Context: an optimization exercise on an open-source flow, tuned for small area and a short achievable clock period. The choices shown serve that exercise and are no tape-out recipe. For this run, only the layout was checked, not whether the RTL still works. Power figures rest on the tool's default switching activity, not on a simulated workload.

==> flow/design.v <==
module fulladder(
  input      a,  
  input      b,
  input     Pin,
  output     S,    
  output     Pout
  );
      assign Pout = ((a & b) | (a & Pin)) | (b & Pin);
      assign S =  (a ^ b) ^ Pin;
  endmodule
module fulladder4(
  input [3:0]   a,  
  input [3:0]   b,
  input         Pin,
  output [3:0]  S,    
  output        Pout
  );
    wire [2:0] P;
    fulladder a0 (
        .a(a[0]),
        .b(b[0]),
        .Pin(Pin),
        .S(S[0]),
        .Pout(P[0])
    );
        fulladder a1 (
        .a(a[1]),
        .b(b[1]),
        .Pin(P[0]),
        .S(S[1]),
        .Pout(P[1])
    );
        fulladder a2 (
        .a(a[2]),
        .b(b[2]),
        .Pin(P[1]),
        .S(S[2]),
        .Pout(P[2])
    );
        fulladder a3 (
        .a(a[3]),
        .b(b[3]),
        .Pin(P[2]),
        .S(S[3]),
        .Pout(Pout)
    );
  endmodule
module fulladder16(
    input [15:0]   a,  
    input [15:0]   b,
    input         Pin,
    output [15:0]  S,    
    output        Pout
);
        wire [2:0] P;
        fulladder4 a0 (
        .a(a[3:0]),
        .b(b[3:0]),
        .Pin(Pin),
        .S(S[3:0]),
        .Pout(P[0])
    );
        fulladder4 a1 (
        .a(a[7:4]),
        .b(b[7:4]),
        .Pin(P[0]),
        .S(S[7:4]),
        .Pout(P[1])
    );
        fulladder4 a2 (
        .a(a[11:8]),
        .b(b[11:8]),
        .Pin(P[1]),
        .S(S[11:8]),
        .Pout(P[2])
    );
        fulladder4 a3 (
        .a(a[15:12]),
        .b(b[15:12]),
        .Pin(P[2]),
        .S(S[15:12]),
        .Pout(Pout)
    );
  endmodule
  module fulladder32(
      input [31:0]  A,  
      input [31:0]  B,
      input         Pin,
      output [31:0] S,    
      output        Pout
  );
    wire P;
    fulladder16 a0 (
        .a(A[15:0]),
        .b(B[15:0]),
        .Pin(Pin),
        .S(S[15:0]),
        .Pout(P)
    );
        fulladder16 a1 (
        .a(A[31:16]),
        .b(B[31:16]),
        .Pin(P),
        .S(S[31:16]),
        .Pout(Pout)
    );
  endmodule
module alu_riscv(
    input [31:0] A,
    input [31:0] B,
    input [4:0] ALUOp,
    output reg Flag,
    output reg [31:0] Result
);
    wire [31:0] S;
    fulladder32 a0(
                .A(A), 
                .B(ALUOp[3] ? ~B + 1'b1 : B), 
                .Pin(0),
                .S(S),
                .Pout()
            );
    always @(*) begin
        case(ALUOp)
        5'b00000: begin Result = S; Flag = 0; end
        5'b01000: begin Result = S; Flag = 0; end
        5'b00001: begin 
            Result = A << B[4:0]; 
            Flag = 0; 
        end
        5'b00010: begin Result = $signed(A) <  $signed(B); Flag = 0; end
        5'b00011: begin Result = $unsigned(A) <  $unsigned(B); Flag = 0; end
        5'b00100: begin Result = A ^ B; Flag = 0; end
        5'b00101: begin Result = A >> B[4:0]; Flag = 0; end
        5'b01101: begin Result = $signed(A) >>> B[4:0]; Flag = 0; end
        5'b00110: begin Result = A | B; Flag = 0; end
        5'b00111: begin Result = A & B; Flag = 0; end
        5'b11000: begin Result = 0; Flag = A == B; end
        5'b11001: begin Result = 0; Flag = A != B; end
        5'b11100: begin Result = 0; Flag = $signed(A) <  $signed(B); end
        5'b11101: begin Result = 0; Flag = $signed(A) >=  $signed(B); end
        5'b11110: begin Result = 0; Flag = $unsigned(A) <  $unsigned(B); end
        5'b11111: begin Result = 0; Flag = $unsigned(A) >=  $unsigned(B); end
        default: begin Result = 0; Flag = 0; end
        endcase
    end 
endmodule
module decoder_riscv (
  input       [31:0]  fetched_instr_i,       
  output  reg [1:0]   ex_op_a_sel_o,         
  output  reg [2:0]   ex_op_b_sel_o,         
  output  reg [4:0]   alu_op_o,              
  output  reg         mem_req_o,             
  output  reg         mem_we_o,              
  output  reg [2:0]   mem_size_o,            
  output  reg         gpr_we_a_o,            
  output  reg         wb_src_sel_o,          
  output  reg         illegal_instr_o,       
  output  reg         branch_o,              
  output  reg         jal_o,                 
  output  reg         jalr_o               
);
    wire [1:0]opcode_d = fetched_instr_i[1:0];
    wire [4:0]opcode = fetched_instr_i[6:2];
    wire [2:0]func3 = fetched_instr_i[14:12];
    wire [6:0]func7 = fetched_instr_i[31:25];
    always @(*) begin
        illegal_instr_o = 0;
        ex_op_a_sel_o = 0;
        ex_op_b_sel_o = 0;
        alu_op_o = 0;
        mem_size_o = 0;
        mem_req_o = 0;
        mem_we_o = 0;
        gpr_we_a_o = 0;
        wb_src_sel_o = 0;
        branch_o = 0;
        jal_o = 0;
        jalr_o = 0;
        if(opcode_d != 2'b11)
            illegal_instr_o = 1;
        else begin
            case(opcode)  
            5'b01100:begin  
                if ((func7 == 7'h00) | ((func7 == 7'h20) & 
                    ((func3 == 3'b000) | (func3 == 3'b101)))) begin
                    ex_op_a_sel_o = 0;
                    ex_op_b_sel_o = 0;
                    alu_op_o = {func7[6:5], func3};
                    wb_src_sel_o = 0;
                    gpr_we_a_o = 1;
                end else begin 
                    illegal_instr_o = 1;
                end
            end
            5'b00100:begin  
                if ( ((func3 == 3'h1) & (func7 != 7'h00)) | 
                    ((func3 == 3'h5) & (func7 != 7'h00) & (func7 != 7'h20)) ) begin
                        illegal_instr_o = 1;
                end else begin
                    ex_op_a_sel_o = 0;
                    ex_op_b_sel_o = 1;
                    if(func3 == 3'h5) begin 
                        alu_op_o = {func7[6:5], func3};
                    end else begin 
                        alu_op_o = {2'b00, func3};
                    end
                    wb_src_sel_o = 0;
                    gpr_we_a_o = 1;
                end
            end
            5'b00000:begin  
                if((func3 <= 3'h5) & (func3 != 3'h3)) begin 
                    ex_op_a_sel_o = 0;
                    ex_op_b_sel_o = 1;
                    alu_op_o = 5'b00000;
                    mem_req_o = 1;
                    mem_size_o = func3;
                    wb_src_sel_o = 1;
                    gpr_we_a_o = 1;
                end else begin 
                    illegal_instr_o = 1;
                end                
            end
            5'b01000:begin  
                if(func3 <= 3'h2) begin 
                    ex_op_a_sel_o = 0;
                    ex_op_b_sel_o = 3;
                    alu_op_o = 5'b00000;
                    mem_req_o = 1;
                    mem_we_o = 1;
                    mem_size_o = func3;
                end else begin 
                    illegal_instr_o = 1;
                end    
            end
            5'b11000:begin  
                if((func3 != 3'h2) & (func3 != 3'h3)) begin                
                    branch_o = 1;
                    ex_op_a_sel_o = 0;
                    ex_op_b_sel_o = 0;
                    alu_op_o = {2'b11, func3};
                end else begin 
                    illegal_instr_o = 1;
                end
            end
            5'b11011:begin  
                jal_o = 1;
                ex_op_a_sel_o = 1;
                ex_op_b_sel_o = 4;
                alu_op_o = 5'b00000;
                wb_src_sel_o = 0;
                gpr_we_a_o = 1;            
            end
            5'b11001:begin  
                if(func3 == 3'h0) begin
                jalr_o = 1;
                ex_op_a_sel_o = 1;
                ex_op_b_sel_o = 4;
                alu_op_o = 5'b00000;
                wb_src_sel_o = 0;
                gpr_we_a_o = 1; 
                end else begin 
                    illegal_instr_o = 1;
                end
            end
            5'b01101:begin  
                ex_op_a_sel_o = 2;
                ex_op_b_sel_o = 2;
                alu_op_o = 5'b00000;
                wb_src_sel_o = 0;
                gpr_we_a_o = 1;
            end 
            5'b00101:begin  
                ex_op_a_sel_o = 1;
                ex_op_b_sel_o = 2;
                alu_op_o = 5'b00000;
                wb_src_sel_o = 0;
                gpr_we_a_o = 1;
            end
            5'b00011:begin  
                if(func3 != 0) begin
                    illegal_instr_o = 1;
                end else begin
                end
            end
            5'b11100: begin  
                if(!((fetched_instr_i[31:7] == 0) | 
                ((fetched_instr_i[31:20] == 1) & (fetched_instr_i[19:7] == 0)))) begin
                    illegal_instr_o = 1;
                end else begin 
                end
            end
            default: begin
                illegal_instr_o = 1;
                ex_op_a_sel_o = 0;
                ex_op_b_sel_o = 0;
                alu_op_o = 0;
                mem_req_o = 0;
                mem_we_o = 0;
                gpr_we_a_o = 0;
                wb_src_sel_o = 0;
                branch_o = 0;
                jal_o = 0;
                jalr_o = 0;
                mem_size_o = 0;
            end
            endcase
        end       
    end
endmodule
module rf_riscv(
        input           clk,
        input           WE,
        input [4:0]    A1,
        input [4:0]    A2,
        input [4:0]    A3,
        input   [31:0]    WD3,
        output  [31:0]    RD1,
        output  [31:0]    RD2
    );
    reg [31:0] REGS [0:31];
    assign RD1 = A1 == 5'b0 ? 32'b0 : REGS[A1];
    assign RD2 = A2 == 5'b0 ? 32'b0 : REGS[A2];
    always @ (posedge clk) begin
        if (WE && (A3 != 5'b0)) begin
            REGS[A3] <= WD3;
        end
    end 
endmodule
module PC (
    input               clk_i,
    input               rst_i,
    input       [31:0]  d_i,
    output  reg [31:0] addr_o
);
    always @(posedge clk_i) begin
        if(rst_i) addr_o <= 0;
        else addr_o <= d_i;
    end
endmodule
module riscv_core(
    input clk_i,
    input rst_i,
    input   [31:0] instr_i,
    input   [31:0] RD_i,
    output  WE_o,
    output  [31:0] WD_o,
    output  [31:0] instr_addr_o,
    output  [31:0] data_addr_o,
    output  [2:0] size_o
);     
    wire [1:0]   srcA;      
    wire [2:0]   srcB;       
    wire [4:0]   alu_op;                  
    wire         gpr_we_a;           
    wire         wb_src_sel;         
    wire         illegal_instr;     
    wire         branch;      
    wire         jal;             
    wire         jalr;  
    wire         mem_req;
    wire [31:0]  aluResult;
    wire         comp;
    decoder_riscv decoder (
        .fetched_instr_i  (instr_i),
        .ex_op_a_sel_o    (srcA),
        .ex_op_b_sel_o    (srcB),
        .alu_op_o         (alu_op),
        .mem_req_o        (mem_req),
        .mem_we_o         (WE_o),
        .mem_size_o       (size_o),
        .gpr_we_a_o       (gpr_we_a),
        .wb_src_sel_o     (wb_src_sel),
        .illegal_instr_o  (illegal_instr),
        .branch_o         (branch),
        .jal_o            (jal),
        .jalr_o           (jalr)
    );
    wire [31:0] ReadData1;
    wire [31:0] ReadData2;
    reg [31:0] WriteData;
    assign WD_o = ReadData2; 
    rf_riscv reg_file(
        .clk(clk_i),
        .WE(gpr_we_a),
        .A1(instr_i[19:15]),
        .A2(instr_i[24:20]),
        .A3(instr_i[11:7]),
        .WD3(WriteData),
        .RD1(ReadData1),
        .RD2(ReadData2)
    );
    wire [31:0] se_imm_I = {{20{instr_i[31]}}, instr_i[31:20]};
    wire [31:0] se_imm_U = {instr_i[31:12], {12{1'b0}}};
    wire [31:0] se_imm_S = {{20{instr_i[31]}}, instr_i[31:25], instr_i[11:7]};
    wire [31:0] se_imm_J = {{12{instr_i[31]}}, instr_i[19:12], instr_i[20], instr_i[30:21], 1'b0};
    wire [31:0] se_imm_B = {{19{instr_i[31]}}, instr_i[31], instr_i[7], instr_i[30:25], instr_i[11:8], 1'b0};
    reg [31:0] alu_A;
    reg [31:0] alu_B;
    always @(*) begin
           case(srcA) 
            0: alu_A <= ReadData1;
            1: alu_A <= instr_addr_o;
            2: alu_A <= 0;
            default: alu_A <= 0;
        endcase
        case(srcB) 
            0: alu_B <= ReadData2;
            1: alu_B <= se_imm_I;
            2: alu_B <= se_imm_U;
            3: alu_B <= se_imm_S;
            4: alu_B <= 4;
            default: alu_B <= 0;
        endcase
        case(wb_src_sel) 
            0: WriteData <= aluResult;
            1: WriteData <= RD_i;
        endcase
    end
    assign data_addr_o = aluResult;
    alu_riscv alu(
        .A(alu_A),
        .B(alu_B),
        .ALUOp(alu_op),
        .Flag(comp),
        .Result(aluResult)
    );
    wire [31:0] branchAddr;
    wire [31:0] immAddr;
    reg [31:0] branchImm;
    reg [31:0] branchOut;
    reg [31:0] nextAddr;
    wire jumpComp = (comp & branch) | jal;
    always @(*) begin
        case(branch)
            0: branchImm <= se_imm_J;
            1: branchImm <= se_imm_B;
        endcase
        case(jumpComp)
            0: branchOut <= 4;
            1: branchOut <= branchImm;
        endcase
        case(jalr)
            0: nextAddr <= branchAddr;
            1: nextAddr <= {immAddr[31:1], 1'b0};
        endcase
    end
    fulladder32 branchAddr_adder(
        .A(instr_addr_o),  
        .B(branchOut),
        .Pin(1'b0),
        .S(branchAddr) 
    );
    fulladder32 immAddr_adder(
        .A(ReadData1),  
        .B(se_imm_I),
        .Pin(1'b0),
        .S(immAddr) 
    );
    PC pc(
        .clk_i(clk_i),
        .rst_i(rst_i),
        .d_i(nextAddr),
        .addr_o(instr_addr_o)
    );
endmodule
==> flow/run.sh <==
#!/bin/bash
# synth_recipe.tcl (not shown) runs the flow's synth.tcl, then flattens the netlist and writes it again
# the make line also repeats each setting of config.mk as NAME=value (left out here)
make -C /OpenROAD-flow-scripts/flow DESIGN_CONFIG=/design/flow/config.mk WORK_HOME=/design/flow/orfs CLKGATE_MAP_FILE= SYNTH_SCRIPT=/design/flow/synth_recipe.tcl finish
==> flow/config.mk <==
export PLATFORM = sky130hd
export DESIGN_NAME = riscv_core
export DESIGN_NICKNAME = riscv_core
export VERILOG_FILES = /design/flow/design.v
export SDC_FILE = /design/flow/constraint.sdc
export NUM_CORES = 4
export LEC_CHECK = 0
export CAP_MARGIN = 20
export CORE_MARGIN = 2
export CORE_UTILIZATION = 40
export PLACE_DENSITY = 0.6
export SETUP_SLACK_MARGIN = 0.8
export SLEW_MARGIN = 20
==> flow/constraint.sdc <==
create_clock -name core_clock -period 26.0 [get_ports {clk_i}]
set_input_delay 5.2000 -clock core_clock [delete_from_list [all_inputs] [get_ports {clk_i}]]
set_output_delay 5.2000 -clock core_clock [all_outputs]
set_load 0.01 [all_outputs]
==> flow_metrics.py <==
metrics = {
    "power": {
        "p_comb_frac": 0.273,
        "p_sw_frac": 0.327,
        "internal_power_mw": 3.47,
        "total_leakage_power_nw": 24.9,
        "pwr-share-clk": 0.308,
        "power_frac_seq": 0.419,
        "p_per_area_nw_per_um2": 72.8,
        "switchingPower_mw": 1.68,
        "vdd_drop_max_v": 0.0000658,
        "p_total_mw": 5.15,
    },
    "place": {
        "gp_congestion": 1.01,
        "numPortBuffers": 164,
        "dp.cells": 6758,
        "pre_cts_slack_ps": -236,
        "dpl.hpwl_um": 179000,
    },
    "timing": {
        "setup_ws_ps": 1090,
        "clock_skew_ps": 55.4,
        "min_period_ps": 24910,
        "rsz0062_at_grt": "no",
        "whs_ps": 732,
        "slew_viol_final": 0,
        "finalSetupViolations": 0,
        "fmax_ghz": 0.0401,
        "tightest_slew_ps": 1110,
        "finalCritPeriodShare": 0.958,
        "hold_viol_final": 0,
        "max_slew_margin": 0.256,
    },
    "route": {
        "post_drt_wl_per_cell_um": 37.5,
        "route.met3.wl_um": 29700,
        "via_per_inst": 6.68,
        "wl_um": 262000,
        "route.detailed.drc": 0,
        "wl_met2_um": 118000,
        "maxUsedRoutingLayer": "met5",
        "detail-route-antenna-nets": 0,
        "firstDrtPassIters": 6,
        "vias": 46600,
        "drtIter0Drc": 7175,
        "met1_length_um": 100000,
    },
    "cells_and_area": {
        "area_delta_synth_final_pct": 16.2,
        "num-nets-final": 5104,
        "finalNonFillerCells": 6982,
        "drive_gt1_frac": 0.222,
    },
    "synthesis": {
        "synthCells": 4481,
        "yosysMostFrequentCell": "edfxtp_1",
        "synthDistinctLibCells": 106,
        "yosysSeqAreaShare": 0.515,
        "synth_common_cells": "edfxtp_1, mux2i_1, mux4_2, nand2_1, nor2_1",
        "yosysWarnings": 6,
        "synthArstFlopShare": 0,
        "synthFlopType": "edfxtp_1",
        "synth_top_area_frac": 0.504,
        "ys_seq_elements": 1055,
        "ys_top_cells_by_area": "edfxtp_1, mux4_2, mux2i_1, fa_1, a22oi_1",
        "yosysTopAreaCell": "edfxtp_1",
        "synth_edf_count": 1024,
        "postSynthAreaPerCell_sq_um": 13.6,
        "syn_area_sq_um": 61000,
    },
    "cts": {
        "clock_sinks": 1055,
        "clockBufferDepth": 3,
        "clk_latency_ps": 770,
        "h-tree-depth": 3,
        "cts_hold_buf": 0,
        "cts_tree": "yes",
        "cts_made_buffers": 110,
        "clkTransAtPathRegs_ps": 60,
        "root_buffer": "clkbuf_16",
    },
    "worst_setup_path": {
        "critPathTopFamily": "adder cells",
        "rr_worst_depth": 57,
        "start_kind": "input pin",
        "crit_start": "instr_i[3]",
        "reg2reg_to": "pc.addr_o[31]",
        "crit_fanout": 5,
        "critPathKind": "input pin to primary output",
        "r2r_start": "reg_file.REGS[29][0]",
        "crit_buf_inv": 6,
        "cpMostUsedCell": "fa_2",
        "cp-end-kind": "primary output",
        "crit_required_ps": 20800,
        "slowest_delay_ps": 530,
        "ff2ff_setup_slack_ps": 6910,
        "cpMaxStageDelayCell": "or4_4",
        "cp.arrival_ps": 19710,
    },
    "min_path": {
        "min_to": "pc.addr_o[31]",
        "hp-start": "pc.addr_o[31]",
        "worstHoldPathType": "flop to flop",
        "worstHoldPathCells": 3,
    },
    "floorplan": {
        "core_region_area_sq_um": 152000,
        "die_area_sq_um": 156000,
        "rows": 143,
        "ioPinCount": 166,
        "start_util": 0.402,
        "fp.dieH_um": 394,
        "die-width_um": 394,
    },
    "job": {
        "maxCapViolations": 0,
    },
    "global_route": {
        "antenna_found_initial": 13,
        "grt.total_usage": 0.328,
        "grt_pass1_vias": 44500,
        "grt_pass1_wl_um": 358000,
        "grt_max_degree": 101,
        "grt_overflow": 0,
    },
    "outcome": {
        "outcome": "timing/DRC/antenna clean",
    },
}
[power by group through the flow]
stage | Combinational [mW] | Clock [mW] | Sequential (mW)
3_5_place_dp | 1.37 | 0 | 2.19
3_3_place_gp | 1.37 | 0 | 2.19
5_1_grt | 1.47 | 1.66 | 2.16
4_1_cts | 1.38 | 1.60 | 2.16
6_report | 1.41 | 1.59 | 2.16
2_1_floorplan | 0.699 | 0 | 2.19
[worst register-to-register path: cells and delay by family (launching register included)]
kind | cells | cell delay [ps]
AND/OR/NAND/NOR | 5 | 870
adder cells (fa/ha/maj) | 31 | 13200
XOR/XNOR | 2 | 290
flip-flops | 1 | 400
AO/OA/AOI/OAI | 10 | 2260
multiplexers | 2 | 860
buffers and inverters | 7 | 1100
[per-stage QoR]
step	utilization	setup TNS, ps	cell area, sq um
detailed placement	0.442	-442	67100
CTS	0.466	0	70700
global route	0.467	0	70800
global placement	0.442	-670	67100
floorplan	-	0	61200
finish	0.467	0	70800
[registers in the layout, summed over array words and instances, names as in the netlist]
register,count
reg_file.REGS,1024
pc.addr_o,31
[how the worst max path moves through the flow]
stage,endpoint,slack (ps),depth (start not counted)
after floorplan,data_addr_o[30],810,52
after global placement,data_addr_o[30],-340,49
after detailed placement,data_addr_o[30],-240,49
after CTS,data_addr_o[31],810,47
after global routing,data_addr_o[30],780,49
final,data_addr_o[30],1090,47
[kinds of logic after synthesis]
kind of cell,count (synthesis),share of synthesized area
and+or+nand+nor,864,0.0688
buffers and inverters,459,0.0384
xor gates and xnor gates,38,0.00546
AOI/OAI and AO/OA,931,0.110
DFF,1055,0.515
other,1,0.0000615
muxes,943,0.213
adders and majority gates,190,0.0500
[placed cells by master, fill, tap and decap left out, types with 19 or more instances in the layout]
cell / instances
nor4_1: 40
nand2_1: 248
o22ai_1: 116
nor3_1: 53
a31oi_1: 45
nor2_1: 198
ha_1: 100
xnor2_1: 36
inv_1: 86
mux2i_1: 605
buf_4: 405
a221oi_1: 26
clkinv_1: 23
clkbuf_1: 24
o21ai_0: 69
conb_1: 33
a21oi_1: 129
clkinv_2: 19
edfxtp_1: 1024
o211ai_1: 43
nand3_1: 86
a22oi_1: 210
and2_1: 25
nor2_4: 33
mux4_2: 277
o221ai_1: 41
a211oi_1: 34
a22o_1: 26
clkdlybuf4s50_1: 149
mux2_2: 59
and3_1: 28
fa_2: 29
clkbuf_16: 110
dfxtp_1: 31
fa_1: 60
nand4_1: 25
[routing by layer]
layer / track usage / vias up
li1: - / 18700
met1: 0.443 / 24100
met2: 0.505 / 3197
met3: 0.0735 / 629
met4: 0.151 / 10
met5: 0 / -
[repair_timing]
action / 4_1_cts / 5_1_grt
endpoints found under the setup margin: 5 / 6
gates resized for setup: 18 / 25
pin swaps: 22 / 36
buffers inserted: 3 / 5
endpoints found under the hold margin: 0 / 0
[cell type report]
class / count / area (sq um)
fill: 13600 / 80900
clock inverter: 69 / 698
tap: 2030 / 2540
antenna: 11 / 27.5
inverter: 98 / 375
clock buffer: 136 / 2870
multi-input combinational: 2999 / 28000
sequential: 1055 / 31400
timing repair buffer: 584 / 4940

static timing again, ports no longer ideal:
No port has a modelled driver above. Below, the same layout with a new extraction and two added sets of constraints. Step 1 assumes that a clkbuf_16 drives the clock port and a buf_2 every other input. Step 2 times the ports against the registers' clock, not the clock port: input delays grow and output delays shrink by t, the midpoint of the rising clock arrivals with the driver on. Three values: ideal, step 1, step 2; two values: the first two.
t, ns: 0.825
slack for setup (ns): 1.090 / 1.056 / 0.437
slew at the worst register clock pin (ns): 0.07 / 0.07
worst slew at a driven data input, ns: 0.16
cell pins on the clock port's net: 1
After both steps this run still meets setup and hold. For this run, drivers alone change the setup slack by -0.034 ns; drivers and shift together by -0.653 ns.
